This design comes from an exercise in tuning for small area and a short achievable clock period on the open sky130 flow, not from production work. RTL that was checked went through simulation tests only; none was proved equivalent to the original. No functional check of the RTL was part of run 6. In runs 2 to 6 the design's own scripts or RTL, not TritonCTS, make the clock network. The clock port is modelled as an ideal driver, which makes a skipped or thinned clock tree look cheaper than it is; a real chip needs a root buffer or a tree. Power and IR drop assume default switching activity.

===== standard.sh =====
#!/bin/bash
# synth_recipe.tcl (not shown) runs the flow's synth.tcl, then flattens the netlist and writes it again
# the make line also repeats each setting of config.mk as NAME=value (left out here)
make -C /OpenROAD-flow-scripts/flow DESIGN_CONFIG=/design/flow/config.mk WORK_HOME=/design/flow/orfs CLKGATE_MAP_FILE= SYNTH_SCRIPT=/design/flow/synth_recipe.tcl "${@:-finish}"

===== flow/run.sh =====
#!/bin/bash
# Standard ORFS layout (standard synthesis unchanged) with:
#  - I/O port buffers made from plain buffers,
#  - a clock tree of clkbuf_16 with larger sink clusters and no dummy loads,
#  - repair_timing asked for extra setup margin, free to change footprints.
# Each step's full output is in orfs/logs; make's own output in make.log.
set -euo pipefail
bash standard.sh \
  "BUFFER_PORTS_ARGS=-buffer_cell sky130_fd_sc_hd__buf_2" \
  "SETUP_SLACK_MARGIN=7.2" \
  "MATCH_CELL_FOOTPRINT=0" \
  "TNS_END_PERCENT=100" \
  "CTS_ARGS=-sink_clustering_enable -repair_clock_nets -dont_use_dummy_load -buf_list sky130_fd_sc_hd__clkbuf_16 -sink_clustering_size 25 -sink_clustering_max_diameter 150" \
  finish > make.log 2>&1

===== config.mk =====
export PLATFORM = sky130hd
export DESIGN_NAME = Apb3UartCtrl
export DESIGN_NICKNAME = Apb3UartCtrl
export VERILOG_FILES = /design/flow/design.v
export SDC_FILE = /design/flow/constraint.sdc
export NUM_CORES = 4
export LEC_CHECK = 0
export CAP_MARGIN = 20
export CORE_MARGIN = 2
export CORE_UTILIZATION = 40
export SLEW_MARGIN = 20

===== constraint.sdc =====
create_clock -name core_clock -period 10.0 [get_ports {io_axiClk}]
set_input_delay 2.0000 -clock core_clock [delete_from_list [all_inputs] [get_ports {io_axiClk}]]
set_output_delay 2.0000 -clock core_clock [all_outputs]
set_load 0.01 [all_outputs]

===== design.v =====
module Apb3UartCtrl (
  input      [4:0]    io_apb_PADDR,
  input      [0:0]    io_apb_PSEL,
  input               io_apb_PENABLE,
  output              io_apb_PREADY,
  input               io_apb_PWRITE,
  input      [31:0]   io_apb_PWDATA,
  output     [31:0]   io_apb_PRDATA,
  output              io_uart_txd,
  input               io_uart_rxd,
  output              io_interrupt,
  input               io_axiClk,
  input               resetCtrl_axiReset
);
  wire clk = io_axiClk;
  wire rst = resetCtrl_axiReset;
  localparam [2:0] S_IDLE = 3'd0, S_START = 3'd1, S_DATA = 3'd2,
                   S_PARITY = 3'd3, S_STOP = 3'd4;
  wire setup = io_apb_PSEL[0] & !io_apb_PENABLE;
  reg s_w0, s_w4, s_w8, s_wc, s_w10, s_r0;
  always @(posedge clk) begin
    s_w0  <= setup &  io_apb_PWRITE & (io_apb_PADDR == 5'h00);
    s_w4  <= setup &  io_apb_PWRITE & (io_apb_PADDR == 5'h04);
    s_w8  <= setup &  io_apb_PWRITE & (io_apb_PADDR == 5'h08);
    s_wc  <= setup &  io_apb_PWRITE & (io_apb_PADDR == 5'h0c);
    s_w10 <= setup &  io_apb_PWRITE & (io_apb_PADDR == 5'h10);
    s_r0  <= setup & !io_apb_PWRITE & (io_apb_PADDR == 5'h00);
  end
  wire wr0  = s_w0;
  wire wr4  = s_w4;
  wire wr8  = s_w8;
  wire wrc  = s_wc;
  wire wr10 = s_w10;
  wire rd0  = s_r0;
  reg [19:0] divider;
  reg        tie, rie;
  reg        readError, overflowError, breakDetected, doBreak;
  reg [2:0]  dataLength;
  reg [1:0]  parity;
  reg        stop2;
  reg        brk_prev;
  wire       brk;           
  wire       rx_error;
  wire       rx_overflow;
  always @(posedge clk or posedge rst) begin
    if (rst) begin
      divider       <= 20'h0;
      tie           <= 1'b0;
      rie           <= 1'b0;
      readError     <= 1'b0;
      overflowError <= 1'b0;
      breakDetected <= 1'b0;
      doBreak       <= 1'b0;
    end else begin
      if (wr8) divider <= io_apb_PWDATA[19:0];
      if (wr4) begin
        tie <= io_apb_PWDATA[0];
        rie <= io_apb_PWDATA[1];
      end
      if (rx_error) readError <= 1'b1;
      else if (wr10 & io_apb_PWDATA[0]) readError <= 1'b0;
      if (rx_overflow) overflowError <= 1'b1;
      else if (wr10 & io_apb_PWDATA[1]) overflowError <= 1'b0;
      if (wr10 & io_apb_PWDATA[9]) breakDetected <= 1'b0;
      else if (brk & !brk_prev) breakDetected <= 1'b1;
      if (wr10 & io_apb_PWDATA[11]) doBreak <= 1'b0;
      else if (wr10 & io_apb_PWDATA[10]) doBreak <= 1'b1;
    end
  end
  always @(posedge clk) begin
    brk_prev <= brk;
    if (wrc) begin
      dataLength <= io_apb_PWDATA[2:0];
      parity     <= io_apb_PWDATA[9:8];
      stop2      <= io_apb_PWDATA[16];
    end
  end
  reg [19:0] bcnt;
  reg        tick_n;        
  wire       tick = !tick_n;
  wire       tick_nx = tick ? (divider == 20'h0) : (bcnt == 20'h1);
  always @(posedge clk or posedge rst) begin
    if (rst) begin
      bcnt <= 20'h0;
      tick_n <= 1'b0;
    end else begin
      bcnt <= tick ? divider : bcnt - 20'h1;
      tick_n <= !tick_nx;
    end
  end
  reg b0, b1;
  reg s1, s2, s3, s4;
  reg sval, stick;
  reg [6:0] bkcnt;
  reg brk_q;
  reg [2:0] rstate;
  reg rvalid;
  reg [2:0] btimer;
  reg [2:0] bcount;
  reg rpar;
  reg [7:0] shifter;
  assign brk = brk_q;
  wire   brk_na = !sval & (brk_q | (tick & (bkcnt == 7'd103)));    
  wire s0 = b1;
  wire maj = (s0 & s1 & (s2 | s3 | s4)) | (s2 & s3 & (s0 | s1 | s4)) |
             (s4 & ((s0 & (s2 | s3)) | (s1 & (s2 | s3))));
  wire btick = stick & (btimer == 3'd0);
  wire rx_go = stick & !sval & !brk_q;
  wire rdlast = (bcount == dataLength);
  assign rx_error = btick & (((rstate == S_PARITY) & (rpar != sval)) |
                             ((rstate == S_STOP) & !sval));
  always @(posedge clk or posedge rst) begin
    if (rst) begin
      b0 <= 1'b0;
      b1 <= 1'b0;
      s1 <= 1'b1;
      s2 <= 1'b1;
      s3 <= 1'b1;
      s4 <= 1'b1;
      sval <= 1'b1;
      stick <= 1'b0;
      bkcnt <= 7'h0;
      brk_q <= 1'b0;
      rstate <= S_IDLE;
      rvalid <= 1'b0;
    end else begin
      b0 <= io_uart_rxd;
      b1 <= b0;
      if (tick) begin
        s1 <= s0;
        s2 <= s1;
        s3 <= s2;
        s4 <= s3;
      end
      sval <= maj;
      stick <= tick;
      if (sval) begin
        bkcnt <= 7'h0;
        brk_q <= 1'b0;
      end else if (tick & !brk_q) begin
        bkcnt <= bkcnt + 7'h1;
        brk_q <= (bkcnt == 7'd103);
      end
      rvalid <= 1'b0;
      case (rstate)
        S_IDLE: if (rx_go) rstate <= S_START;
        S_START: if (btick) rstate <= sval ? S_IDLE : S_DATA;
        S_DATA: if (btick & rdlast) begin
          if (parity == 2'b00) begin
            rstate <= S_STOP;
            rvalid <= 1'b1;
          end else begin
            rstate <= S_PARITY;
          end
        end
        S_PARITY: if (btick) begin
          if (rpar == sval) begin
            rstate <= S_STOP;
            rvalid <= 1'b1;
          end else begin
            rstate <= S_IDLE;
          end
        end
        default: if (btick) begin
          if (!sval) rstate <= S_IDLE;
          else if (bcount == {2'b00, stop2}) rstate <= S_IDLE;
        end
      endcase
    end
  end
  always @(posedge clk) begin
    if (stick) btimer <= btimer - 3'd1;
    if (btick) begin
      bcount <= bcount + 3'd1;
      rpar <= rpar ^ sval;
    end
    case (rstate)
      S_IDLE: if (rx_go) btimer <= 3'd2;
      S_START: if (btick) begin
        bcount <= 3'd0;
        rpar <= (parity == 2'b10);
      end
      S_DATA: if (btick) begin
        shifter[bcount] <= sval;
        if (rdlast) bcount <= 3'd0;
      end
      S_PARITY: if (btick) bcount <= 3'd0;
      default: ;
    endcase
  end
  reg [7:0] rram [0:15];
  reg [3:0] rpop;
  reg [4:0] rocc;
  reg       rzz, rv;
  wire [3:0] rpush = rpop + rocc[3:0];
  wire rfull  = rocc[4];
  wire rempty = (rocc == 5'd0);
  wire rone   = (rocc == 5'd1);
  wire r15    = (rocc == 5'd15);
  wire r_push = rvalid & !rfull;
  wire r_pop  = rv & (rd0 | brk_q);
  assign rx_overflow = rvalid & rfull;
  wire [3:0] rpop1 = rpop + 4'd1;
  wire req0 = (rocc[3:0] == 4'd0);
  wire req1 = (rocc[3:0] == 4'd1);
  wire rempty_n0 = rempty & !r_push;
  wire rfull_n0  = rfull | (r15 & r_push);
  wire rzz_n0    = req0;
  wire rv_n0     = !rempty_n0 & !(rzz_n0 & !rfull_n0);
  wire rempty_n1 = rone & !r_push;
  wire rzz_n1    = req1;
  wire rv_n1     = !rempty_n1 & !rzz_n1;    
  wire rv_n      = r_pop ? rv_n1 : rv_n0;
  always @(posedge clk or posedge rst) begin
    if (rst) begin
      rpop  <= 4'd0;
      rocc  <= 5'd0;
      rzz   <= 1'b0;
      rv    <= 1'b0;
    end else begin
      if (r_pop) rpop <= rpop1;
      if (r_push & !r_pop) rocc <= rocc + 5'd1;
      else if (!r_push & r_pop) rocc <= rocc - 5'd1;
      rzz <= r_pop ? rzz_n1 : rzz_n0;
      rv  <= rv_n;
    end
  end
  always @(posedge clk) begin
    if (r_push) rram[rpush] <= shifter;
  end
  reg [7:0] tram [0:15];
  reg [3:0] tpop;
  reg [4:0] tavail;
  wire [3:0] tpush = tpop - tavail[3:0];
  reg       tzz, tv;
  reg [7:0] tout;
  wire tempty = tavail[4];
  wire tfull  = (tavail == 5'd0);
  wire tone   = (tavail == 5'd15);
  wire t15    = (tavail == 5'd1);
  wire t_push = wr0 & !tfull;
  reg  tpr;                  
  wire t_pop  = tv & tpr;
  wire [3:0] tpop1 = tpop + 4'd1;
  wire [3:0] tpopn = t_pop ? tpop1 : tpop;
  wire tempty_n = t_pop ? (tone & !t_push) : (tempty & !t_push);
  wire tfull_n  = !t_pop & (tfull | (t15 & t_push));
  wire tzz_n    = t_pop ? (tavail[3:0] == 4'hf) : (tavail[3:0] == 4'h0);
  wire tv_n     = !tempty_n & !(tzz_n & !tfull_n);
  always @(posedge clk or posedge rst) begin
    if (rst) begin
      tpop   <= 4'd0;
      tavail <= 5'd16;
      tzz    <= 1'b0;
      tv     <= 1'b0;
    end else begin
      tpop <= tpopn;
      if (t_push & !t_pop) tavail <= tavail - 5'd1;
      else if (!t_push & t_pop) tavail <= tavail + 5'd1;
      tzz <= tzz_n;
      tv  <= tv_n;
    end
  end
  always @(posedge clk) begin
    if (t_push) tram[tpush] <= io_apb_PWDATA[7:0];
    tout <= tram[tpopn];
  end
  reg [2:0] tdiv;
  reg [2:0] tstate;
  reg [2:0] tcnt;
  reg       tpar;
  reg       txd_n;         
  reg       tdl;           
  reg  tovf;                
  wire tdlast = (tcnt == dataLength);
  wire tx_in_valid = tv & !brk_q;
  reg  stxd;
  always @(*) begin
    case (tstate)
      S_START:  stxd = 1'b0;
      S_DATA:   stxd = tout[tcnt];
      S_PARITY: stxd = tpar;
      default:  stxd = 1'b1;
    endcase
  end
  reg [2:0] tstate_n;
  reg [2:0] tcnt_n;
  always @(*) begin
    tstate_n = tstate;
    tcnt_n = tovf ? tcnt + 3'd1 : tcnt;
    case (tstate)
      S_IDLE: if (tx_in_valid & tovf) tstate_n = S_START;
      S_START: if (tovf) begin
        tstate_n = S_DATA;
        tcnt_n = 3'd0;
      end
      S_DATA: if (tovf & tdlast) begin
        tstate_n = (parity == 2'b00) ? S_STOP : S_PARITY;
        tcnt_n = 3'd0;
      end
      S_PARITY: if (tovf) begin
        tstate_n = S_STOP;
        tcnt_n = 3'd0;
      end
      default: if (tovf & (tcnt == {2'b00, stop2}))
        tstate_n = tx_in_valid ? S_START : S_IDLE;
    endcase
  end
  wire [2:0] dataLength_n = wrc ? io_apb_PWDATA[2:0] : dataLength;
  wire [2:0] tdiv_n = tdiv + {2'd0, tick};
  wire       tovf_n = tick_nx & (tdiv_n == 3'd7);
  wire       tdl_n  = (tstate_n == S_DATA) & (tcnt_n == dataLength_n);
  wire       doBreak_n = (wr10 & io_apb_PWDATA[11]) ? 1'b0 :
                         (wr10 & io_apb_PWDATA[10]) ? 1'b1 : doBreak;
  always @(posedge clk or posedge rst) begin
    if (rst) begin
      tdiv   <= 3'd0;
      tstate <= S_IDLE;
      txd_n  <= 1'b0;
      tdl    <= 1'b0;
      tovf   <= 1'b0;
      tpr    <= 1'b0;
    end else begin
      tdiv <= tdiv_n;
      tstate <= tstate_n;
      tdl <= tdl_n;
      tovf <= tovf_n;
      tpr <= doBreak_n | brk_na | (tdl_n & tovf_n);
      txd_n <= !(stxd & !doBreak);
    end
  end
  always @(posedge clk) begin
    tcnt <= tcnt_n;
    if (tovf) tpar <= tpar ^ stxd;
    if ((tstate == S_START) & tovf) tpar <= (parity == 2'b10);
  end
  wire       r_pop_na   = rv & brk_q;
  wire       rv_na      = r_pop_na ? rv_n1 : rv_n0;
  wire [7:0] rout_na    = rram[r_pop_na ? rpop1 : rpop];
  wire [4:0] rocc_na    = (r_push & !r_pop_na) ? rocc + 5'd1 :
                          (!r_push & r_pop_na) ? rocc - 5'd1 : rocc;
  wire       tempty_na  = t_pop ? tone : tempty;
  wire       tfull_na   = !t_pop & tfull;
  wire       tv_na      = !tempty_na & !(tzz_n & !tfull_na);
  wire [4:0] tavail_na  = tavail + {4'd0, t_pop};
  wire       rerr_na    = readError | rx_error;
  wire       rovf_na    = overflowError | rx_overflow;
  wire       bdet_na    = breakDetected | (brk_q & !brk_prev);
  wire a0  = (io_apb_PADDR == 5'h00);
  wire a4  = (io_apb_PADDR == 5'h04);
  wire a10 = (io_apb_PADDR == 5'h10);
  reg [28:0] prdata;
  always @(posedge clk) begin
    prdata[0]     <= (a0 & rout_na[0]) | (a4 & tie) | (a10 & rerr_na);
    prdata[1]     <= (a0 & rout_na[1]) | (a4 & rie) | (a10 & rovf_na);
    prdata[7:2]   <= {6{a0}} & rout_na[7:2];
    prdata[8]     <= (a4 & tie & !tv_na) | (a10 & brk_na);
    prdata[9]     <= (a4 & rie & rv_na & !brk_na) | (a10 & bdet_na);
    prdata[15]    <= a4 & tv_na;
    prdata[16]    <= (a0 & rv_na & !brk_na) | (a4 & tavail_na[0]);
    prdata[20:17] <= {4{a4}} & tavail_na[4:1];
    prdata[28:24] <= {5{a4}} & rocc_na;
  end
  reg irq;
  wire tie_n = wr4 ? io_apb_PWDATA[0] : tie;
  wire rie_n = wr4 ? io_apb_PWDATA[1] : rie;
  always @(posedge clk or posedge rst) begin
    if (rst) irq <= 1'b0;
    else irq <= (tie_n & !tv_n) | (rie_n & rv_n & !brk_na);
  end
  assign io_apb_PREADY = 1'b1;
  assign io_uart_txd = !txd_n;
  assign io_interrupt = irq;
  assign io_apb_PRDATA = {3'd0, prdata[28:24], 3'd0, prdata[20:15], 5'd0, prdata[9:0]};
endmodule

==> impl_metrics.yaml, run 1 <==
critical_path:
  arrival_ns: 1.11
  reg2reg_depth: 8
  slowest_stage: "dfrtp_1"
  critPathMaxStageDelay_ns: 0.39
  crit_path_end_kind: "output port"
  critPathBufInv: 2
  cp_data_required_time_ns: 8.00
  worstSetupStartpointType: "register"
  cp_max_fo: 1
  critPathTopFamily: "flip-flops"
  cp_cell_sequence: "inv_2 -> buf_6"
  cp_num_cells: 2
  path_class: "reg2out"
die:
  num_rows: 76
  start_util_pct: 40.7
  dieArea_um2: 45800
  fp.dieH_um: 214
  core_region_area_um2: 43300
  ios: 78
  die_width_um: 214
sta:
  max_slew.worst_pin.slew_ns: 1.06
  finalMaxSlewViolations: 0
  period_share_pct: 31.1
  final.setup_skew_ns: 0.0287
  fin_crit_ns: 3.11
  hold_violations: 0
  setup_viol: 0
  max-slew-margin-rel_pct: 29.2
  fmax_mhz: 321
  rsz0062_at_grt: "true"
  hold-worst-slack_ns: 0.356
  tns_ns: 0
synthesis:
  synth_cell_type_count: 75
  synth_common_cells: "edfxtp_1 (268), nor2_1 (121), dfrtp_1 (91)"
  ys_seq_elements: 414
  synth_compound_area_share_pct: 5.78
  synthMuxAreaShare_pct: 11.3
  synthCells: 1214
  synth_adder_area_share_pct: 2.70
  synth_edf_count: 268
  syn_area_um2: 17600
  yosysSeqAreaShare_pct: 65.0
  synth-xor-area-share_pct: 3.63
  yosysWarnings: 1
  synth_ff_type: "edfxtp_1"
  async_flop_share_pct: 23.4
  avgSynthCellArea_um2: 14.5
  synth_top_area_share_pct: 45.7
  yosys.area.top_type: "edfxtp_1"
  yosys.area_share.simple_pct: 9.11
  synth_most_common_cell: "edfxtp_1"
  synthTopCellsByArea: "edfxtp_1 (46%), dfrtp_1 (13%), dfxtp_1 (5.6%), mux4_2 (5.2%), mux4_1 (3.4%)"
  synth_top_family_by_area: "multiplexers"
finish:
  fin_nets: 1332
  finalInstanceArea_um2: 19400
  antenna_cells: 0
  drive_gt1_share_pct: 19.5
  synthToLayoutAreaGrowth_pct: 10.0
clock_tree:
  clkSinkCount: 414
  cts_root_buffer: "clkbuf_16"
  cts_htree_levels: 1
  cts_tree: "yes"
  clkSlewWorstSetupHoldPaths_ns: 0.10
  cts_buffers: 20
  insertion_delay_ns: 0.54
  cts_buffer_depth: 3
power:
  power.leakage_nw: 7.00
  power_mw: 3.48
  vdd_drop_max_v: 0.000124
  pwr_density_cell_nw_per_um2: 180
detailed_routing:
  wl_per_cell_um: 19.1
  drc: 0
  vias: 9683
  final_antenna_net_count: 0
  avgViaCountPerCell: 5.27
  initialDrtViolationCount: 563
  drt-pass1-iter-count: 5
  wirelength_mm: 35.1
global_routing:
  grt_util_all_layers_pct: 15.2
  grt_max_degree: 55
  grt_pass1_wl_mm: 56.0
  gr-total-overflow: 0
  antenna_found_initial: 0
  first_global_vias: 9761
placement:
  dpl_cell_area_um2: 18500
  port_buffers: 53
  gp_congestion: 0.807
  dp_hpwl_mm: 23.3
run:
  cap_violations: 0
hold_path:
  min_path_cells: 0
  hp-class: "reg2reg"
status:
  outcome: "no timing/DRC/antenna violations"
-- metrics by stage --
stage | util (%) | instances | worst slack, ns
global route | 44.8 | 1836 | 6.84
floorplan | - | 1224 | 6.86
global placement | 42.8 | 1812 | 6.43
finish | 44.8 | 1836 | 6.89
CTS | 44.3 | 1834 | 6.86
detailed placement | 42.8 | 1812 | 6.42
-- registers in the layout (all words and copies together), names as in the netlist, 3 cells and up --
signal / flops
bcnt: 20
bcount: 3
bkcnt: 7
btimer: 3
dataLength: 3
divider: 20
prdata: 21
rocc: 5
rpop: 4
rram: 128
rstate: 3
shifter: 8
tavail: 5
tcnt: 3
tdiv: 3
tout: 8
tpop: 4
tram: 128
tstate: 3
-- cell type report --
| class | instances | area, µm² |
|---|---|---|
| Timing Repair inverter | 1 | 5.00 |
| Sequential cell | 414 | 11500 |
| Clock buffer | 20 | 500 |
| Timing Repair Buffer | 60 | 448 |
| Inverter | 35 | 135 |
| Fill cell | 3847 | 23900 |
| Tap cell | 585 | 732 |
| Multi-Input combinational cell | 721 | 6100 |
-- routing by layer --
layer | share of wire (%) | global-route usage [%] | vias up
li1 | - | - | 4588
met1 | 46 | 21.1 | 4882
met2 | 48 | 25.7 | 173
met3 | 3.8 | 2.03 | 40
met4 | 2.0 | 3.43 | 0
met5 | 0 | 0 | -
-- path summary, 6_finish.rpt --
path | end | startpoint | slack [ns]
worst max-delay path | io_uart_txd | txd_n | 6.89
worst min-delay path | b1 | b0 | 0.36
worst max register to register | tout[0] | tv | 7.32
worst min register to register | b1 | b0 | 0.36
max in group asynchronous | brk_q | resetCtrl_axiReset | 7.60
min in group asynchronous | bcnt[2] | resetCtrl_axiReset | 1.51
-- power by group --
group,internal (mW),switching (mW),total [mW]
combinational,0.279,0.335,0.614
sequential,1.91,0.0948,2.00
clock,0.360,0.507,0.867
total,2.55,0.936,3.48
-- cell usage in the layout, fill, tap and decap left out, types with 10 or more instances in the layout --
cell,n
edfxtp_1,268
dfrtp_1,90
nand2_1,87
nor2_1,85
a21oi_1,46
mux4_2,41
dfxtp_1,38
buf_2,38
xnor2_1,36
ha_1,34
inv_1,32
mux2_2,29
xor2_1,29
o21ai_0,28
nor2_2,24
mux4_1,23
nor3_1,22
a22oi_1,20
clkbuf_16,20
nand3_1,18
buf_6,16
nor2_4,12
conb_1,12
dfxtp_2,11
mux2i_1,10
-- logic make-up after synthesis --
| group | count (synthesis) |
|---|---|
| multiplexers | 106 |
| XOR/XNOR | 70 |
| AND/OR/NAND/NOR | 336 |
| buffers and inverters | 90 |
| flip-flops | 414 |
| adder cells (fa/ha/maj) | 37 |
| other | 2 |
| AO/OA/AOI/OAI | 159 |
-- timing repair --
action | 4_1_cts | 5_1_grt
setup endpoints to repair | 190 | 329
resized for setup | 39 | 60
pin swaps | 1 | 6
gates cloned | 1 | 1
hold buffers | 0 | 0
buffers inserted | 1 | 1
==> run 2: changes to the inputs <==
==> flow/run.sh (replaced) <==
#!/bin/bash
# ORFS layout with the standard synthesis unchanged, except for the clock
# tree: ORFS runs up to placement, flow/cts_step.tcl builds a two-level
# clock tree (port -> 4 clkbuf_16 -> 16 clkbuf_16 -> registers) and repairs
# timing, then ORFS continues with routing and finishing.
# Logs: make_place.log, cts_step.log, make_finish.log (and orfs/logs).
set -euo pipefail
ARGS=(
  "BUFFER_PORTS_ARGS=-buffer_cell sky130_fd_sc_hd__buf_2"
  "SETUP_SLACK_MARGIN=7.2"
  "MATCH_CELL_FOOTPRINT=0"
  "TNS_END_PERCENT=100"
  "CORE_UTILIZATION=60"
)
bash standard.sh "${ARGS[@]}" place > make_place.log 2>&1
MCTS_RESULTS=$PWD/orfs/results/sky130hd/Apb3UartCtrl/base \
MCTS_LEAVES=16 MCTS_MIDS=4 MCTS_SETUP_MARGIN=7.2 \
  openroad -no_init -exit flow/cts_step.tcl > cts_step.log 2>&1
bash standard.sh "${ARGS[@]}" finish > make_finish.log 2>&1
==> flow/cts_step.tcl (new file) <==
# Clock tree step run in place of ORFS's CTS step: reads the placed design,
# builds a two-level clkbuf_16 tree (mcts.tcl), legalizes, repairs setup and
# hold as ORFS's CTS step does, and writes the files ORFS's later steps read.
set R $::env(MCTS_RESULTS)
set P $::env(FLOW_HOME)/platforms/sky130hd
read_lef $P/lef/sky130_fd_sc_hd.tlef
read_lef $P/lef/sky130_fd_sc_hd_merged.lef
read_liberty $P/lib/sky130_fd_sc_hd__tt_025C_1v80.lib
read_db $R/3_place.odb
read_sdc $R/3_place.sdc
source $P/setRC.tcl
set_dont_use [get_lib_cells {*probe* *lpflow*}]

source [file dirname [info script]]/mcts.tcl
mcts_build io_axiClk $::env(MCTS_LEAVES) $::env(MCTS_MIDS)

set_placement_padding -global -left 0 -right 0
detailed_placement
set_propagated_clock [all_clocks]
estimate_parasitics -placement
report_clock_latency
report_worst_slack -max
report_worst_slack -min

repair_timing -setup_margin $::env(MCTS_SETUP_MARGIN) -hold_margin 0 \
  -repair_tns 100 -verbose
detailed_placement
check_placement -verbose
estimate_parasitics -placement
report_worst_slack -max
report_worst_slack -min
report_clock_latency

write_db $R/4_1_cts.odb
write_sdc -no_timestamp $R/4_cts.sdc
==> flow/mcts.tcl (new file) <==
# Manual two-level clock tree: the clock port drives NMID clkbuf_16 buffers
# (one per region), each drives a few leaf clkbuf_16 buffers placed at the
# centroids of k-means clusters of the register clock pins.
proc mcts_build {clk_port nleaf nmid} {
  set block [ord::get_db_block]
  set db [ord::get_db]
  set master [$db findMaster sky130_fd_sc_hd__clkbuf_16]
  set net [$block findNet $clk_port]
  set sinks {}
  foreach it [$net getITerms] {
    set inst [$it getInst]
    set bb [$inst getBBox]
    lappend sinks [list $it [expr {([$bb xMin] + [$bb xMax]) / 2.0}] [expr {([$bb yMin] + [$bb yMax]) / 2.0}]]
  }
  set n [llength $sinks]
  puts "MCTS sinks $n"
  # k-means, initialised on a grid ordering by x then y
  set sorted [lsort -real -index 1 $sinks]
  set cents {}
  for {set k 0} {$k < $nleaf} {incr k} {
    set s [lindex $sorted [expr {int(($k + 0.5) * $n / $nleaf)}]]
    lappend cents [list [lindex $s 1] [lindex $s 2]]
  }
  set cap [expr {int(ceil(1.15 * $n / $nleaf))}]
  for {set iter 0} {$iter < 40} {incr iter} {
    # capacity-limited assignment: sinks in order of their best distance
    set cand {}
    set i 0
    foreach s $sinks {
      set x [lindex $s 1]; set y [lindex $s 2]
      set k 0
      foreach c $cents {
        set d [expr {abs($x - [lindex $c 0]) + abs($y - [lindex $c 1])}]
        lappend cand [list $d $i $k]
        incr k
      }
      incr i
    }
    set cand [lsort -real -index 0 $cand]
    set asg [lrepeat $n -1]
    set cnt [lrepeat $nleaf 0]
    foreach c $cand {
      lassign $c d i k
      if {[lindex $asg $i] >= 0} continue
      if {[lindex $cnt $k] >= $cap} continue
      lset asg $i $k
      lset cnt $k [expr {[lindex $cnt $k] + 1}]
    }
    set sx [lrepeat $nleaf 0.0]; set sy [lrepeat $nleaf 0.0]
    set i 0
    foreach s $sinks {
      set k [lindex $asg $i]
      lset sx $k [expr {[lindex $sx $k] + [lindex $s 1]}]
      lset sy $k [expr {[lindex $sy $k] + [lindex $s 2]}]
      incr i
    }
    set cents {}
    for {set k 0} {$k < $nleaf} {incr k} {
      set m [lindex $cnt $k]
      if {$m == 0} { set m 1 }
      lappend cents [list [expr {[lindex $sx $k] / $m}] [expr {[lindex $sy $k] / $m}]]
    }
  }
  puts "MCTS cluster sizes $cnt"
  # mid-level groups: split leaves into nmid groups by k-means on centroids
  set lsorted {}
  for {set k 0} {$k < $nleaf} {incr k} { lappend lsorted [list $k {*}[lindex $cents $k]] }
  set mc {}
  set ls [lsort -real -index 1 $lsorted]
  for {set j 0} {$j < $nmid} {incr j} {
    set s [lindex $ls [expr {int(($j + 0.5) * $nleaf / $nmid)}]]
    lappend mc [list [lindex $s 1] [lindex $s 2]]
  }
  set mcap [expr {int(ceil(1.0 * $nleaf / $nmid))}]
  for {set iter 0} {$iter < 30} {incr iter} {
    set cand {}
    foreach l $lsorted {
      lassign $l k x y
      set j 0
      foreach c $mc {
        lappend cand [list [expr {abs($x - [lindex $c 0]) + abs($y - [lindex $c 1])}] $k $j]
        incr j
      }
    }
    set cand [lsort -real -index 0 $cand]
    set masg [lrepeat $nleaf -1]
    set mcnt [lrepeat $nmid 0]
    foreach c $cand {
      lassign $c d k j
      if {[lindex $masg $k] >= 0} continue
      if {[lindex $mcnt $j] >= $mcap} continue
      lset masg $k $j
      lset mcnt $j [expr {[lindex $mcnt $j] + 1}]
    }
    set mx [lrepeat $nmid 0.0]; set my [lrepeat $nmid 0.0]
    for {set k 0} {$k < $nleaf} {incr k} {
      set j [lindex $masg $k]
      lset mx $j [expr {[lindex $mx $j] + [lindex $cents $k 0]}]
      lset my $j [expr {[lindex $my $j] + [lindex $cents $k 1]}]
    }
    set mc {}
    for {set j 0} {$j < $nmid} {incr j} {
      set m [lindex $mcnt $j]; if {$m == 0} { set m 1 }
      lappend mc [list [expr {[lindex $mx $j] / $m}] [expr {[lindex $my $j] / $m}]]
    }
  }
  puts "MCTS mid sizes $mcnt"
  # build the netlist
  set mids {}
  for {set j 0} {$j < $nmid} {incr j} {
    set inst [odb::dbInst_create $block $master "mcts_mid_$j"]
    $inst setLocation [expr {int([lindex $mc $j 0])}] [expr {int([lindex $mc $j 1])}]
    $inst setPlacementStatus PLACED
    set mnet [odb::dbNet_create $block "mcts_mid_net_$j"]
    $mnet setSigType CLOCK
    [$inst findITerm A] connect $net
    [$inst findITerm X] connect $mnet
    lappend mids $mnet
  }
  set lnets {}
  for {set k 0} {$k < $nleaf} {incr k} {
    set inst [odb::dbInst_create $block $master "mcts_leaf_$k"]
    $inst setLocation [expr {int([lindex $cents $k 0])}] [expr {int([lindex $cents $k 1])}]
    $inst setPlacementStatus PLACED
    set lnet [odb::dbNet_create $block "mcts_leaf_net_$k"]
    $lnet setSigType CLOCK
    [$inst findITerm A] connect [lindex $mids [lindex $masg $k]]
    [$inst findITerm X] connect $lnet
    lappend lnets $lnet
  }
  set i 0
  foreach s $sinks {
    set it [lindex $s 0]
    $it disconnect
    $it connect [lindex $lnets [lindex $asg $i]]
    incr i
  }
}
==> run 2 against run 1 <==
Against the previous run:
- still clean
- wire length shrank 2.3%
- clock skew up 0.0078 ns
- largest power group unchanged
- die area decreased by 33%
- synthesized cell count stayed put
- combinational power is essentially flat
==> impl_metrics.yaml, run 2 <==
status:
  outcome: "no timing/DRC/antenna violations"
synthesis:
  ys_seq_elements: 414
  synth_top_area_share_pct: 45.7
  synth_ff_type: "edfxtp_1"
  yosysWarnings: 1
  synth_common_cells: "edfxtp_1 (268), nor2_1 (121), dfrtp_1 (91)"
  async_flop_share_pct: 23.4
  synthTopCellsByArea: "edfxtp_1 (46%), dfrtp_1 (13%), dfxtp_1 (5.6%), mux4_2 (5.2%), mux4_1 (3.4%)"
  syn_area_um2: 17600
  synth_cell_type_count: 75
  synthCells: 1214
  synth_edf_count: 268
  yosysSeqAreaShare_pct: 65.0
  synth_most_common_cell: "edfxtp_1"
  avgSynthCellArea_um2: 14.5
  yosys.area.top_type: "edfxtp_1"
critical_path:
  cp_max_fo: 20
  path_class: "in2reg"
  cp_data_required_time_ns: 10.24
  slowest_stage: "mux2_4"
  critPathMaxStageDelay_ns: 0.30
  r2r_slack_ns: 7.09
  crit_path_end_kind: "register"
  cp_cell_sequence: "buf_6 -> mux2_4 -> nor2_1 -> nand2_1 -> a211oi_2 -> nor3b_2 -> o31ai_2"
  worstSetupStartpointType: "primary input"
  arrival_ns: 3.18
die:
  fp.dieH_um: 175
  ios: 78
  core_region_area_um2: 28800
  dieArea_um2: 30800
  start_util_pct: 61.3
  num_rows: 62
  die_width_um: 175
sta:
  hold_violations: 0
  tns_ns: 0
  setup_viol: 0
  setup_slack_ns: 7.05
  max-slew-margin-rel_pct: 30.2
  rsz0062_at_grt: "true"
  fmax_mhz: 339
  period_share_pct: 29.5
  final.setup_skew_ns: 0.0365
  max_slew.worst_pin.slew_ns: 1.05
  finalMaxSlewViolations: 0
  fin_crit_ns: 2.95
run:
  cap_violations: 0
detailed_routing:
  drc: 0
  final_antenna_net_count: 0
  vias: 9694
  avgViaCountPerCell: 5.90
  initialDrtViolationCount: 673
  drt-pass1-iter-count: 4
  wirelength_mm: 34.3
  wl_per_cell_um: 20.9
finish:
  final_common_cell: "edfxtp_1"
  synthToLayoutAreaGrowth_pct: 8.92
  antenna_cells: 0
  final_cell_mix: "edfxtp_1 (268), dfrtp_1 (90), nor2_1 (88), nand2_1 (87), a21oi_1 (46)"
  fin_nets: 1339
  drive_gt1_share_pct: 19.2
  top_regs: "rram: 128 flops, tram: 128 flops, prdata: 21 flops"
global_routing:
  gr-total-overflow: 0
  grt_pass1_wl_mm: 54.3
  grt_util_all_layers_pct: 22.6
  grt_max_degree: 77
  first_global_vias: 9713
  antenna_found_initial: 0
hold_path:
  hp-class: "reg2reg"
clock_tree:
  insertion_delay_ns: 0.34
  clkSlewWorstSetupHoldPaths_ns: 0.10
power:
  vdd_drop_max_v: 0.000151
  power.leakage_nw: 7.05
  pwr_density_cell_nw_per_um2: 179
placement:
  dp_slack_ns: 6.48
  gp_congestion: 0.837
  dp_hpwl_mm: 23.1
  port_buffers: 53
-- run 2: cell counts after synthesis --
No cell type changed its count.
-- run 2: critical path: cells and delay by family --
family | cells | cell delay, ns
AOI/OAI and AO/OA | 2 | 0.45
muxes | 1 | 0.30
and+or+nand+nor | 3 | 0.27
buffers and inverters | 1 | 0.15
-- run 2: routing by layer --
metal,GRT usage [%],routed length [µm]
met1,30.3,14600
met2,40.8,17800
met3,1.86,1090
met4,4.72,840
met5,0,0
-- run 2: logic make-up (layout without fill, tap and decap cells) --
family / Yosys count / count (layout) / synth area share (%)
buffers and inverters: 90 / 124 / 2.43
and+or+nand+nor: 336 / 336 / 9.11
other: 2 / 12 / 0.0426
xor gates and xnor gates: 70 / 70 / 3.63
DFF: 414 / 414 / 65.0
muxes: 106 / 106 / 11.3
adders and majority gates: 37 / 37 / 2.70
AOI/OAI and AO/OA: 159 / 159 / 5.78
-- run 2: layout make-up --
| class | instances | area [µm²] |
|---|---|---|
| Tap cell | 384 | 480 |
| Fill cell | 2077 | 9580 |
| Timing Repair Buffer | 69 | 548 |
| Sequential cell | 414 | 11500 |
| Multi-Input combinational cell | 720 | 6060 |
| Inverter | 35 | 135 |
| Buffer | 20 | 500 |
-- run 2: worst paths after layout --
check                        endpoint  depth (start not counted)                from
hold / removal                     b1                          0                  b0
min in group asynchronous    bcnt[16]                          2  resetCtrl_axiReset
max in group asynchronous     rocc[2]                          3  resetCtrl_axiReset
setup reg to reg           rram[4][0]                          4             rpop[0]
hold reg to reg                    b1                          0                  b0
setup / recovery                  tpr                          7    io_apb_PWDATA[1]
-- run 2: stage by stage --
step                      power, mW  instances  util [%]  hold WS [ns]  instance area, µm²
after floorplan                2.48       1224         -         0.331               17700
after global placement         2.60       1612      63.5         0.388               18300
after detailed placement       2.62       1612      63.5         0.388               18300
after global routing           3.61       1642      66.7         0.412               19200
final                          3.45       1642      66.7         0.404               19200
-- run 2: report_power, final --
group / total (mW) / internal (mW) / leakage [nW] / switching, mW
combinational: 0.613 / 0.283 / 2.77 / 0.329
sequential: 2.00 / 1.91 / 4.04 / 0.0975
clock: 0.828 / 0.362 / 0.246 / 0.466
==> run 3: changes to the inputs <==
--- a/flow/run.sh
+++ b/flow/run.sh
@@ -11,5 +11,4 @@
   "MATCH_CELL_FOOTPRINT=0"
   "TNS_END_PERCENT=100"
-  "CORE_UTILIZATION=60"
 )
 bash standard.sh "${ARGS[@]}" place > make_place.log 2>&1
==> run 3 against run 2 <==
Against the previous run:
- still clean on timing, DRC and antenna
- first-iteration DRC count fell by 8.6%
- critical path depth fell by 6
- clock skew rose by 0.0071 ns
- wire length rose by 3.9%
- worst hold slack got worse by 0.046 ns
- sequential power barely moved
- utilization fell by 21 points
- critical path type is now reg2out
- largest cell class unchanged
- largest power group unchanged
==> impl_metrics.yaml, run 3 <==
detailed_routing:
  wirelength_mm: 35.7
  drc: 0
  final_antenna_net_count: 0
  vias: 9751
  initialDrtViolationCount: 615
  drt-pass1-iter-count: 5
  wl_per_cell_um: 19.3
  avgViaCountPerCell: 5.28
synthesis:
  async_flop_share_pct: 23.4
  yosysSeqAreaShare_pct: 65.0
  synth_cell_type_count: 75
  synthTopCellsByArea: "edfxtp_1 (46%), dfrtp_1 (13%), dfxtp_1 (5.6%), mux4_2 (5.2%), mux4_1 (3.4%)"
  synthCells: 1214
  syn_area_um2: 17600
  yosysWarnings: 1
  avgSynthCellArea_um2: 14.5
  ys_seq_elements: 414
  synth_common_cells: "edfxtp_1 (268), nor2_1 (121), dfrtp_1 (91)"
  synth_most_common_cell: "edfxtp_1"
  synth_top_area_share_pct: 45.7
  synth_ff_type: "edfxtp_1"
  synth_edf_count: 268
  yosys.area.top_type: "edfxtp_1"
global_routing:
  first_global_vias: 9796
  grt_util_all_layers_pct: 15.2
  gr-total-overflow: 0
  antenna_found_initial: 0
  grt_pass1_wl_mm: 56.4
  grt_max_degree: 55
die:
  start_util_pct: 40.7
  dieArea_um2: 45800
  num_rows: 76
  core_region_area_um2: 43300
  die_width_um: 214
  ios: 78
  fp.dieH_um: 214
sta:
  hold_violations: 0
  setup_viol: 0
  fmax_mhz: 342
  max-slew-margin-rel_pct: 28.8
  period_share_pct: 29.2
  finalMaxSlewViolations: 0
  final.setup_skew_ns: 0.0435
  rsz0062_at_grt: "true"
  tns_ns: 0
  fin_crit_ns: 2.92
  hold-worst-slack_ns: 0.358
  max_slew.worst_pin.slew_ns: 1.07
finish:
  fin_cells: 1847
  final_cell_mix: "edfxtp_1 (268), dfrtp_1 (90), nand2_1 (86), nor2_1 (85), a21oi_1 (45)"
  fin_util_pct: 45.3
  top_regs: "rram: 128 flops, tram: 128 flops, prdata: 21 flops"
  final.fill_count: 3835
  antenna_cells: 0
  drive_gt1_share_pct: 20.5
  final_common_cell: "edfxtp_1"
  fin_nets: 1343
  synthToLayoutAreaGrowth_pct: 11.1
placement:
  gp_congestion: 0.807
  port_buffers: 53
  dp_cells: 1812
  dp_hpwl_mm: 23.3
status:
  outcome: "no timing/DRC/antenna violations"
hold_path:
  hp-class: "reg2reg"
critical_path:
  cp_data_required_time_ns: 8.00
  cp_max_fo: 1
  crit_path_end_kind: "output port"
  critPathBufInv: 1
  worstSetupStartpointType: "register"
  critPathMaxStageDelay_ns: 0.42
  critPathTopFamily: "flip-flops"
  arrival_ns: 0.92
  cp_cell_sequence: "buf_2"
  slowest_stage: "dfrtp_1"
  path_class: "reg2out"
clock_tree:
  clkSlewWorstSetupHoldPaths_ns: 0.10
  insertion_delay_ns: 0.36
power:
  pwr_density_cell_nw_per_um2: 177
  power.leakage_nw: 7.09
  vdd_drop_max_v: 0.000126
run:
  cap_violations: 0
## run 3: cell type report
class	count	area (µm²)	area share (%)
inverter	35	135	0.690
timing repair buffer	71	604	3.09
tap	585	732	3.74
sequential	414	11500	58.6
multi-input combinational	721	6120	31.3
buffer	20	500	2.56
timing repair inverter	1	5.00	0.0256
## run 3: worst paths after layout
| check | from | end | cells past startpoint | slack [ns] |
|---|---|---|---|---|
| setup / recovery | irq | io_interrupt | 1 | 7.08 |
| hold / removal | b0 | b1 | 0 | 0.36 |
| setup reg to reg | rpop[0] | prdata[4] | 5 | 7.21 |
| hold reg to reg | b0 | b1 | 0 | 0.36 |
| max in group asynchronous | resetCtrl_axiReset | brk_q | 3 | 7.41 |
| min in group asynchronous | resetCtrl_axiReset | bcnt[2] | 2 | 1.72 |
## run 3: cells by family after synthesis
family	Yosys count	synth area share (%)
compound gates	159	5.78
xor+xnor	70	3.63
mux	106	11.3
buf+inv	90	2.43
flops	414	65.0
fa+ha+maj	37	2.70
other cells	2	0.0426
simple gates	336	9.11
## run 3: per-stage QoR
stage | setup slack [ns] | instance area (µm²) | total power [mW]
floorplan | 6.86 | 17700 | 2.48
global placement | 6.43 | 18500 | 2.61
detailed placement | 6.42 | 18500 | 2.62
global route | 7.06 | 19600 | 3.64
finish | 7.08 | 19600 | 3.47
## run 3: per-layer routing
layer	GRT usage, %	routed length [µm]
met5	0	0
met4	3.19	850
met3	1.18	1300
met2	26.1	17400
met1	21.2	16100
## run 3: power by group
part	leakage [nW]	internal (mW)	switching (mW)
combinational	2.80	0.286	0.336
clock	0.246	0.363	0.488
sequential	4.04	1.91	0.0949
==> run 4: changes to the inputs <==
--- a/flow/run.sh
+++ b/flow/run.sh
@@ -8,5 +8,5 @@
 ARGS=(
   "BUFFER_PORTS_ARGS=-buffer_cell sky130_fd_sc_hd__buf_2"
-  "SETUP_SLACK_MARGIN=7.2"
+  "SETUP_SLACK_MARGIN=7.05"
   "MATCH_CELL_FOOTPRINT=0"
   "TNS_END_PERCENT=100"
@@ -14,5 +14,5 @@
 bash standard.sh "${ARGS[@]}" place > make_place.log 2>&1
 MCTS_RESULTS=$PWD/orfs/results/sky130hd/Apb3UartCtrl/base \
-MCTS_LEAVES=16 MCTS_MIDS=4 MCTS_SETUP_MARGIN=7.2 \
+MCTS_LEAVES=16 MCTS_MIDS=4 MCTS_SETUP_MARGIN=7.05 \
   openroad -no_init -exit flow/cts_step.tcl > cts_step.log 2>&1
 bash standard.sh "${ARGS[@]}" finish > make_finish.log 2>&1
==> run 4 against run 3 <==
Against the previous run:
- still clean on timing, DRC and antenna
- synthesized area unchanged
- synthesized cell count stayed put
- final cell count is 0.38% lower
- clock power decreased by 0.6%
- largest cell class unchanged
- highest routed layer unchanged
==> impl_metrics.yaml, run 4 <==
synthesis:
  avgSynthCellArea_um2: 14.5
  synth_edf_count: 268
  synth_ff_type: "edfxtp_1"
  syn_area_um2: 17600
  synth_adder_area_share_pct: 2.70
  ys_seq_elements: 414
  yosysSeqAreaShare_pct: 65.0
  yosys.area_share.simple_pct: 9.11
  synth-xor-area-share_pct: 3.63
  synthMuxAreaShare_pct: 11.3
  synth_top_area_share_pct: 45.7
  synth_top_family_by_area: "multiplexers"
  synth_cell_type_count: 75
  synth_common_cells: "edfxtp_1 (268), nor2_1 (121), dfrtp_1 (91)"
  synth_compound_area_share_pct: 5.78
  synth_most_common_cell: "edfxtp_1"
  yosysWarnings: 1
  async_flop_share_pct: 23.4
  synthCells: 1214
  yosys.area.top_type: "edfxtp_1"
  synthTopCellsByArea: "edfxtp_1 (46%), dfrtp_1 (13%), dfxtp_1 (5.6%), mux4_2 (5.2%), mux4_1 (3.4%)"
die:
  core_region_area_um2: 43300
  fp.dieH_um: 214
  dieArea_um2: 45800
  num_rows: 76
  die_width_um: 214
  ios: 78
  start_util_pct: 40.7
sta:
  final.setup_skew_ns: 0.0534
  fin_crit_ns: 2.97
  period_share_pct: 29.7
  max_slew.worst_pin.slew_ns: 1.06
  setup_viol: 0
  tns_ns: 0
  rsz0062_at_grt: "true"
  finalMaxSlewViolations: 0
  hold_violations: 0
  max-slew-margin-rel_pct: 29.1
  fmax_mhz: 336
finish:
  regArea_um2: 11500
  fin_nets: 1336
  top_regs: "rram: 128 flops, tram: 128 flops, prdata: 21 flops"
  drive_gt1_share_pct: 17.6
  final_cell_mix: "edfxtp_1 (268), nor2_1 (101), dfrtp_1 (90), nand2_1 (86), dfxtp_1 (49)"
  final_common_cell: "edfxtp_1"
  multiInputGateArea_um2: 5970
  final.fill_count: 3878
  synthToLayoutAreaGrowth_pct: 9.23
  antenna_cells: 0
critical_path:
  crit_path_end_kind: "register"
  worstSetupStartpointType: "primary input"
  cp_max_fo: 6
  crit_start: "io_apb_PWDATA[0]"
  r2r-start: "brk_q"
  cp_data_required_time_ns: 10.26
  path_class: "in2reg"
  arrival_ns: 3.23
hold_path:
  hp-class: "reg2reg"
  min-delay-start: "b0"
global_routing:
  grt_max_degree: 50
  gr-total-overflow: 0
  antenna_found_initial: 0
  grt_pass1_wl_mm: 55.5
  grt_util_all_layers_pct: 15.1
  first_global_vias: 9773
power:
  pwr_density_cell_nw_per_um2: 179
  seqPwrFrac_pct: 58.3
  power.switching_mw: 0.894
  comb_power_share_pct: 17.2
  swShare_pct: 26.0
  power.leakage_nw: 7.02
  intPower_mw: 2.55
  vdd_drop_max_v: 0.000126
  clkPwrFrac_pct: 24.6
  power_mw: 3.44
detailed_routing:
  drc: 0
  vias: 9805
  initialDrtViolationCount: 872
  wl_met3_mm: 1.24
  drt-pass1-iter-count: 6
  final_antenna_net_count: 0
  avgViaCountPerCell: 5.33
  top_layer: "met4"
  wl_per_cell_um: 19.3
  wl_met1_mm: 16.2
  dr_wl_met2_mm: 17.3
  wirelength_mm: 35.6
clock_tree:
  clkSlewWorstSetupHoldPaths_ns: 0.11
  insertion_delay_ns: 0.35
placement:
  dp_hpwl_mm: 23.5
  port_buffers: 53
  gp_congestion: 0.815
status:
  outcome: "no timing/DRC/antenna violations"
run:
  cap_violations: 0
[run 4: cell count changes in the layout (fill, tap and decap cells not counted), moves of 6 or more]
cell	change
buf_2	+10
dfxtp_1	+10
buf_6	-6
nor2_1	+16
nor2_4	-11
dfxtp_2	-10
[run 4: cell type report]
class,instances,area share [%]
Sequential cell,414,59.5
Multi-Input combinational cell,720,31.0
Tap cell,585,3.80
Buffer,20,2.60
Timing Repair Buffer,65,2.32
Inverter,35,0.702
Timing Repair inverter,1,0.0390
[run 4: power by group through the flow]
stage	Clock, mW	Sequential [mW]	Combinational [mW]
final	0.846	2.00	0.590
after global routing	0.931	2.02	0.659
after detailed placement	0	2.04	0.574
after global placement	0	2.04	0.565
after floorplan	0	2.00	0.472
[run 4: cells by family after synthesis]
family | after synthesis
compound gates | 159
mux | 106
fa+ha+maj | 37
simple gates | 336
xor+xnor | 70
other cells | 2
flops | 414
buf+inv | 90
[run 4: path summary, 6_finish.rpt]
path / end / slack, ns / cells after the start
min: b1 / 0.36 / 0
min in group asynchronous: stick / 1.76 / 2
max reg2reg: prdata[0] / 7.18 / 7
max: tpr / 7.03 / 6
min reg2reg: b1 / 0.36 / 0
max in group asynchronous: tavail[4] / 7.36 / 3
[run 4: through the flow]
step | hold WS (ns) | cell area (µm²) | util (%) | worst slack (ns) | cells
after detailed placement | 0.341 | 18500 | 42.7 | 6.39 | 1813
after floorplan | 0.331 | 17700 | - | 6.86 | 1224
after global routing | 0.378 | 19300 | 44.5 | 6.98 | 1840
after global placement | 0.336 | 18500 | 42.7 | 6.42 | 1813
final | 0.362 | 19300 | 44.5 | 7.03 | 1840
[run 4: worst max-delay path, cell delays in order]
cell      delay [ns]
buf_16          0.12
mux2_4          0.29
xnor2_2         0.14
a31oi_1         0.18
nand4b_1        0.17
o31ai_2         0.33
[run 4: per-layer routing]
| layer | up-vias | global-route usage (%) |
|---|---|---|
| met3 | 48 | 1.25 |
| met1 | 4992 | 21.5 |
| met5 | - | 0 |
| met2 | 171 | 25.4 |
| met4 | 0 | 2.94 |
| li1 | 4594 | - |
==> run 5: changes to the inputs <==
--- a/flow/run.sh
+++ b/flow/run.sh
@@ -8,5 +8,5 @@
 ARGS=(
   "BUFFER_PORTS_ARGS=-buffer_cell sky130_fd_sc_hd__buf_2"
-  "SETUP_SLACK_MARGIN=7.05"
+  "SETUP_SLACK_MARGIN=7.4"
   "MATCH_CELL_FOOTPRINT=0"
   "TNS_END_PERCENT=100"
@@ -14,5 +14,5 @@
 bash standard.sh "${ARGS[@]}" place > make_place.log 2>&1
 MCTS_RESULTS=$PWD/orfs/results/sky130hd/Apb3UartCtrl/base \
-MCTS_LEAVES=16 MCTS_MIDS=4 MCTS_SETUP_MARGIN=7.05 \
+MCTS_LEAVES=16 MCTS_MIDS=4 MCTS_SETUP_MARGIN=7.4 \
   openroad -no_init -exit flow/cts_step.tcl > cts_step.log 2>&1
 bash standard.sh "${ARGS[@]}" finish > make_finish.log 2>&1
==> run 5 against run 4 <==
Against the previous run:
- still clean
- via count is 0.66% higher
- critical path depth up 2
- synthesized cell count unchanged
- clock skew decreased by 0.0071 ns
- total power grew 2.1%
- worst setup slack got worse by 0.021 ns
- sequential power barely moved
- synthesized area is the same
- highest routed layer unchanged
==> impl_metrics.yaml, run 5 <==
clock_tree:
  clkSlewWorstSetupHoldPaths_ns: 0.09
  insertion_delay_ns: 0.35
sta:
  hold-worst-slack_ns: 0.367
  final.setup_skew_ns: 0.0463
  rsz0062_at_grt: "true"
  hold_violations: 0
  fmax_mhz: 334
  fin_crit_ns: 3.00
  max_slew.worst_pin.slew_ns: 0.920
  period_share_pct: 30.0
  setup_viol: 0
  max-slew-margin-rel_pct: 38.1
  tns_ns: 0
  finalMaxSlewViolations: 0
critical_path:
  crit_path_end_kind: "register"
  worstSetupStartpointType: "primary input"
  cp_max_fo: 18
  cp_data_required_time_ns: 10.21
  path_class: "in2reg"
  reg2reg_depth: 7
  r2r-start: "rpop[0]"
  crit_start: "io_apb_PWDATA[2]"
  arrival_ns: 3.21
  timing.rr.end: "prdata[0]"
  endpoint: "tpr"
  r2r_slack_ns: 7.39
die:
  core_region_area_um2: 43300
  die_width_um: 214
  num_rows: 76
  start_util_pct: 40.7
  ios: 78
  dieArea_um2: 45800
  fp.dieH_um: 214
placement:
  dp_hpwl_mm: 23.2
  port_buffers: 53
  gp_congestion: 0.797
  dp_cells: 1813
hold_path:
  hp-class: "reg2reg"
global_routing:
  grt_pass1_wl_mm: 55.5
  grt_max_degree: 61
  grt_util_all_layers_pct: 14.9
  gr-total-overflow: 0
  antenna_found_initial: 1
  first_global_vias: 9782
detailed_routing:
  drt-pass1-iter-count: 4
  wirelength_mm: 35.9
  final_antenna_net_count: 0
  avgViaCountPerCell: 5.28
  drc: 0
  vias: 9870
  initialDrtViolationCount: 546
  wl_per_cell_um: 19.2
power:
  power.leakage_nw: 7.31
  vdd_drop_max_v: 0.000138
  pwr_density_cell_nw_per_um2: 173
  power_mw: 3.51
finish:
  antenna_cells: 0
  drive_gt1_share_pct: 23.1
  final_common_cell: "edfxtp_1"
  fin_cells: 1871
  final.fill_count: 3713
  synthToLayoutAreaGrowth_pct: 15.0
  fin_nets: 1367
  final_cell_mix: "edfxtp_1 (268), dfrtp_1 (88), nand2_1 (84), nor2_1 (84), a21oi_1 (46)"
  top_regs: "rram: 128 flops, tram: 128 flops, prdata: 21 flops"
  fin_util_pct: 46.8
synthesis:
  synthCells: 1214
  synth_ff_type: "edfxtp_1"
  synth_edf_count: 268
  yosys.area.top_type: "edfxtp_1"
  yosysWarnings: 1
  synthTopCellsByArea: "edfxtp_1 (46%), dfrtp_1 (13%), dfxtp_1 (5.6%), mux4_2 (5.2%), mux4_1 (3.4%)"
  avgSynthCellArea_um2: 14.5
  synth_most_common_cell: "edfxtp_1"
  syn_area_um2: 17600
  ys_seq_elements: 414
  synth_top_area_share_pct: 45.7
  yosysSeqAreaShare_pct: 65.0
  synth_cell_type_count: 75
  synth_common_cells: "edfxtp_1 (268), nor2_1 (121), dfrtp_1 (91)"
  async_flop_share_pct: 23.4
run:
  cap_violations: 0
status:
  outcome: "no timing/DRC/antenna violations"
## run 5: cell counts after synthesis
Identical to the previous run, type by type.
## run 5: per-stage QoR
stage,setup WS [ns],instance area [µm²]
final,7.00,20300
after global routing,6.97,20300
after detailed placement,6.43,18500
after global placement,6.43,18500
after floorplan,6.86,17800
## run 5: power by group
part / total [mW] / switching (mW) / internal, mW
Sequential: 2.00 / 0.0949 / 1.91
Combinational: 0.667 / 0.366 / 0.300
Clock: 0.843 / 0.480 / 0.363
## run 5: cells by family (layout without fill, tap and decap cells)
kind of cell / count (synthesis) / in the layout / share of synthesized area [%]
multiplexers: 106 / 106 / 11.3
AO/OA/AOI/OAI: 159 / 159 / 5.78
adder cells (fa/ha/maj): 37 / 37 / 2.70
other: 2 / 12 / 0.0426
flip-flops: 414 / 414 / 65.0
buffers and inverters: 90 / 151 / 2.43
AND/OR/NAND/NOR: 336 / 336 / 9.11
XOR/XNOR: 70 / 71 / 3.63
## run 5: how the worst min path moves through the flow
stage | startpoint | to | slack (ns) | depth (start not counted)
2_1_floorplan | b0 | b1 | 0.33 | 0
3_3_place_gp | b0 | b1 | 0.34 | 0
3_5_place_dp | b0 | b1 | 0.35 | 0
5_1_grt | b0 | b1 | 0.39 | 0
6_report | b0 | b1 | 0.37 | 0
## run 5: cell type report
cell class	count	area (µm²)	area share (%)
buffer	20	500	2.47
tap	585	732	3.61
sequential	414	11500	56.7
timing repair buffer	95	1080	5.33
timing repair inverter	1	5.00	0.0247
inverter	35	139	0.685
multi-input combinational	721	6330	31.2
## run 5: metal layers
layer / wire length [µm] / GRT usage [%] / up-vias
met5: 0 / 0 / -
met3: 1080 / 1.11 / 44
met4: 768 / 2.75 / 0
met1: 15800 / 20.3 / 5003
li1: - / - / 4673
met2: 18200 / 26.5 / 150
## run 5: worst max-delay path, cell delays in order
cell	delay (ns)
buf_6	0.14
mux2i_4	0.17
inv_1	0.10
nor2_2	0.13
and2_1	0.14
a31oi_1	0.04
nor3b_2	0.19
o31ai_2	0.29
==> run 6: changes to the inputs <==
--- a/design.v
+++ b/design.v
@@ -311,4 +311,10 @@
   wire       tovf_n = tick_nx & (tdiv_n == 3'd7);
   wire       tdl_n  = (tstate_n == S_DATA) & (tcnt_n == dataLength_n);
+  wire       tx_at_data = tovf_n & (tstate_n == S_DATA);
+  wire       tpr_base = brk_na | (!wrc & tx_at_data & (tcnt_n == dataLength)) |
+                        (!wr10 & doBreak);
+  wire       tpr_n = tpr_base |
+                     (wr10 & !io_apb_PWDATA[11] & (io_apb_PWDATA[10] | doBreak)) |
+                     (wrc & tx_at_data & (tcnt_n == io_apb_PWDATA[2:0]));
   wire       doBreak_n = (wr10 & io_apb_PWDATA[11]) ? 1'b0 :
                          (wr10 & io_apb_PWDATA[10]) ? 1'b1 : doBreak;
@@ -326,5 +332,5 @@
       tdl <= tdl_n;
       tovf <= tovf_n;
-      tpr <= doBreak_n | brk_na | (tdl_n & tovf_n);
+      tpr <= tpr_n;
       txd_n <= !(stxd & !doBreak);
     end
@@ -347,18 +353,18 @@
   wire       rovf_na    = overflowError | rx_overflow;
   wire       bdet_na    = breakDetected | (brk_q & !brk_prev);
-  wire a0  = (io_apb_PADDR == 5'h00);
-  wire a4  = (io_apb_PADDR == 5'h04);
-  wire a10 = (io_apb_PADDR == 5'h10);
+  wire [28:0] f0, f4, f10;
+  assign f0  = {12'd0, rv_na & !brk_na, 8'd0, rout_na};
+  assign f4  = {rocc_na, 3'd0, tavail_na, tv_na, 5'd0, rie & rv_na & !brk_na,
+                tie & !tv_na, 6'd0, rie, tie};
+  assign f10 = {19'd0, bdet_na, brk_na, 6'd0, rovf_na, rerr_na};
+  wire        a_ok = !(io_apb_PADDR[3] | io_apb_PADDR[1] | io_apb_PADDR[0]);
+  wire [28:0] f_lo = io_apb_PADDR[2] ? f4 : f0;
+  wire [28:0] f_hi = io_apb_PADDR[2] ? 29'd0 : f10;
+  wire [28:0] prdata_n = {29{a_ok}} & (io_apb_PADDR[4] ? f_hi : f_lo);
   reg [28:0] prdata;
   always @(posedge clk) begin
-    prdata[0]     <= (a0 & rout_na[0]) | (a4 & tie) | (a10 & rerr_na);
-    prdata[1]     <= (a0 & rout_na[1]) | (a4 & rie) | (a10 & rovf_na);
-    prdata[7:2]   <= {6{a0}} & rout_na[7:2];
-    prdata[8]     <= (a4 & tie & !tv_na) | (a10 & brk_na);
-    prdata[9]     <= (a4 & rie & rv_na & !brk_na) | (a10 & bdet_na);
-    prdata[15]    <= a4 & tv_na;
-    prdata[16]    <= (a0 & rv_na & !brk_na) | (a4 & tavail_na[0]);
-    prdata[20:17] <= {4{a4}} & tavail_na[4:1];
-    prdata[28:24] <= {5{a4}} & rocc_na;
+    prdata[9:0]   <= prdata_n[9:0];
+    prdata[20:15] <= prdata_n[20:15];
+    prdata[28:24] <= prdata_n[28:24];
   end
   reg irq;
--- a/flow/run.sh
+++ b/flow/run.sh
@@ -8,5 +8,5 @@
 ARGS=(
   "BUFFER_PORTS_ARGS=-buffer_cell sky130_fd_sc_hd__buf_2"
-  "SETUP_SLACK_MARGIN=7.4"
+  "SETUP_SLACK_MARGIN=7.2"
   "MATCH_CELL_FOOTPRINT=0"
   "TNS_END_PERCENT=100"
@@ -14,5 +14,5 @@
 bash standard.sh "${ARGS[@]}" place > make_place.log 2>&1
 MCTS_RESULTS=$PWD/orfs/results/sky130hd/Apb3UartCtrl/base \
-MCTS_LEAVES=16 MCTS_MIDS=4 MCTS_SETUP_MARGIN=7.4 \
+MCTS_LEAVES=16 MCTS_MIDS=4 MCTS_SETUP_MARGIN=7.2 \
   openroad -no_init -exit flow/cts_step.tcl > cts_step.log 2>&1
 bash standard.sh "${ARGS[@]}" finish > make_finish.log 2>&1
==> run 6 against run 5 <==
Against the previous run:
- total power grew 3.4%
- largest cell class unchanged
- worst hold slack lost 0.0084 ns
- register-to-register slack lost 0.11 ns
- combinational power grew 5.4%
- die area grew 1.5%
- worst setup slack lost 0.0027 ns
- maximum frequency is essentially flat
- synthesized cell count grew 8.0%
- flip-flop and latch count is the same
- global-route usage grew 0.81 points
- utilization shrank 2.3 points
==> impl_metrics.yaml, run 6 <==
status:
  outcome: "no timing/DRC/antenna violations"
power:
  seqPwrFrac_pct: 57.5
  vdd_drop_max_v: 0.0000977
  pwr_density_cell_nw_per_um2: 184
  swShare_pct: 27.5
  intPower_mw: 2.63
  clkPwrFrac_pct: 23.1
  power.switching_mw: 0.999
  comb_power_share_pct: 19.4
  power.leakage_nw: 7.19
critical_path:
  slowest_stage: "or4b_1"
  cp_cell_sequence: "buf_16 -> or4b_1 -> mux2_4 -> a31oi_4 -> nand4b_1 -> a21oi_2"
  path_class: "in2reg"
  crit_path_end_kind: "register"
  r2r_slack_ns: 7.28
  arrival_ns: 3.27
  critPathMaxStageDelay_ns: 0.51
  cp_max_fo: 2
  cp_data_required_time_ns: 10.27
  worstSetupStartpointType: "primary input"
finish:
  synthToLayoutAreaGrowth_pct: 10.1
  final_cell_mix: "edfxtp_1 (271), nand2_1 (119), nor2_1 (89), dfrtp_1 (88), mux4_2 (53)"
  fin_nets: 1430
  final_common_cell: "edfxtp_1"
  drive_gt1_share_pct: 19.9
  finalInstanceArea_um2: 19700
  fin_cells: 1942
  antenna_cells: 0
  top_regs: "rram: 128 flops, tram: 128 flops, prdata: 21 flops"
synthesis:
  synth_most_common_cell: "edfxtp_1"
  synthTopCellsByArea: "edfxtp_1 (45%), dfrtp_1 (13%), mux4_2 (6.7%), dfxtp_1 (5.1%), nand2_1 (2.6%)"
  yosysSeqAreaShare_pct: 64.2
  synthCells: 1311
  yosysWarnings: 1
  synth_cell_type_count: 76
  synth_edf_count: 271
  synth_ff_type: "edfxtp_1"
  syn_area_um2: 17900
  avgSynthCellArea_um2: 13.6
  yosys.area.top_type: "edfxtp_1"
  synth_common_cells: "edfxtp_1 (271), nand2_1 (122), nor2_1 (122)"
  synth_top_area_share_pct: 45.5
  ys_seq_elements: 414
  async_flop_share_pct: 23.4
die:
  core_region_area_um2: 44200
  ios: 78
  die_width_um: 216
  fp.dieH_um: 216
  dieArea_um2: 46400
  start_util_pct: 40.5
  num_rows: 77
sta:
  finalMaxSlewViolations: 0
  max_slew.worst_pin.slew_ns: 1.06
  fin_crit_ns: 3.00
  fmax_mhz: 333
  period_share_pct: 30.0
  hold_violations: 0
  max-slew-margin-rel_pct: 29.2
  setup_viol: 0
  rsz0062_at_grt: "true"
  final.setup_skew_ns: 0.0272
  tns_ns: 0
global_routing:
  grt_pass1_wl_mm: 58.4
  grt_util_all_layers_pct: 15.7
  gr-total-overflow: 0
  first_global_vias: 10177
  grt_max_degree: 66
  antenna_found_initial: 0
placement:
  port_buffers: 53
  dp_cells: 1908
  gp_congestion: 0.827
  dp_hpwl_mm: 24.6
  dpl_cell_area_um2: 18800
hold_path:
  hp-class: "reg2reg"
detailed_routing:
  avgViaCountPerCell: 5.37
  wirelength_mm: 37.3
  wl_per_cell_um: 19.2
  initialDrtViolationCount: 862
  drc: 0
  drt-pass1-iter-count: 5
  vias: 10426
  final_antenna_net_count: 0
run:
  cap_violations: 0
clock_tree:
  insertion_delay_ns: 0.34
  clkSlewWorstSetupHoldPaths_ns: 0.10
run 6: changes by cell type after synthesis, moves of 5 or more:
cell / delta
nand2_1: +34
nand3_1: +29
mux4_1: -23
mux2i_1: +19
mux4_2: +12
nand4_1: +10
a221o_1: -5
clkbuf_1: +5
nor4b_1: -5
o22ai_1: +5
run 6: power by group through the flow:
stage,sequential [mW],combinational (mW),clock [mW]
after floorplan,2.06,0.568,0
final,2.09,0.703,0.841
after global routing,2.11,0.786,0.917
after detailed placement,2.12,0.673,0
after global placement,2.12,0.657,0
run 6: final cells by class:
type	instances	area (µm²)
sequential	414	11500
inverter	38	146
fill	3934	24500
buffer	20	500
timing repair inverter	1	5.00
multi-input combinational	805	6270
tap	592	741
timing repair buffer	72	527
run 6: worst max-delay path, delay by kind of cell:
| kind | cells | cell delay, ns |
|---|---|---|
| buf+inv | 1 | 0.11 |
| simple gates | 2 | 0.63 |
| mux | 1 | 0.29 |
| compound gates | 2 | 0.25 |
run 6: worst paths after layout:
check	start	end	cells after the start
max in group asynchronous	resetCtrl_axiReset	rpop[0]	3
max	io_apb_PWDATA[0]	tpr	6
min reg2reg	b0	b1	0
min in group asynchronous	resetCtrl_axiReset	bcnt[1]	2
max reg2reg	rpop[0]	rram[4][0]	4
min	b0	b1	0
run 6: cells by family after synthesis:
group	synth area share, %
flip-flops	64.2
AND/OR/NAND/NOR	10.9
AO/OA/AOI/OAI	5.47
multiplexers	10.3
buffers and inverters	2.65
XOR/XNOR	3.82
adder cells (fa/ha/maj)	2.59
other	0.0420
run 6: layer usage:
layer,track usage (%),routed length [µm]
met5,0,0
met4,1.93,527
met3,1.37,1750
met2,25.5,17400
met1,23.8,17600
run 6: metrics by stage:
step / hold WS [ns] / power [mW] / util, % / setup slack (ns)
floorplan: 0.331 / 2.63 / - / 6.73
detailed placement: 0.342 / 2.80 / 42.4 / 6.39
global route: 0.366 / 3.81 / 44.5 / 6.96
finish: 0.359 / 3.63 / 44.5 / 7.00
global placement: 0.339 / 2.78 / 42.4 / 6.41

-- separate check: timing with driven ports --
Ports are ideal in the flow. The routed layouts listed here were re-timed in OpenROAD.
Step 1, drivers: a clkbuf_16 drives io_axiClk and a buf_2 each remaining input, both assumed.
Step 2 also shifts input and output timing later by t, the mid clock arrival at the registers, as if the neighbouring blocks saw the same clock.
Three values: ideal ports, drivers, drivers and shift; two values: the first two.
run	t (ns)	setup WS [ns]	clock arrival spread, ns	worst register clock-pin slew, ns	worst data-port slew with drivers (ns)
run 1	0.578	6.889 / 6.837 / 6.679	0.031 / 0.032	0.10 / 0.10	0.05
run 2	0.436	7.054 / 7.029 / 6.675	0.038 / 0.038	0.11 / 0.11	0.16
run 3	0.442	7.078 / 6.970 / 6.681	0.045 / 0.044	0.11 / 0.11	0.16
run 4	0.445	7.025 / 6.954 / 6.585	0.055 / 0.056	0.11 / 0.11	0.17
run 5	0.421	7.004 / 7.008 / 6.587	0.060 / 0.061	0.11 / 0.11	0.15
run 6	0.434	7.001 / 6.952 / 6.570	0.030 / 0.029	0.11 / 0.11	0.17
After both steps every run listed still meets setup and hold. The setup slack of run 4, which loses most, moves by -0.071 ns with the drivers and by -0.440 ns with both steps.
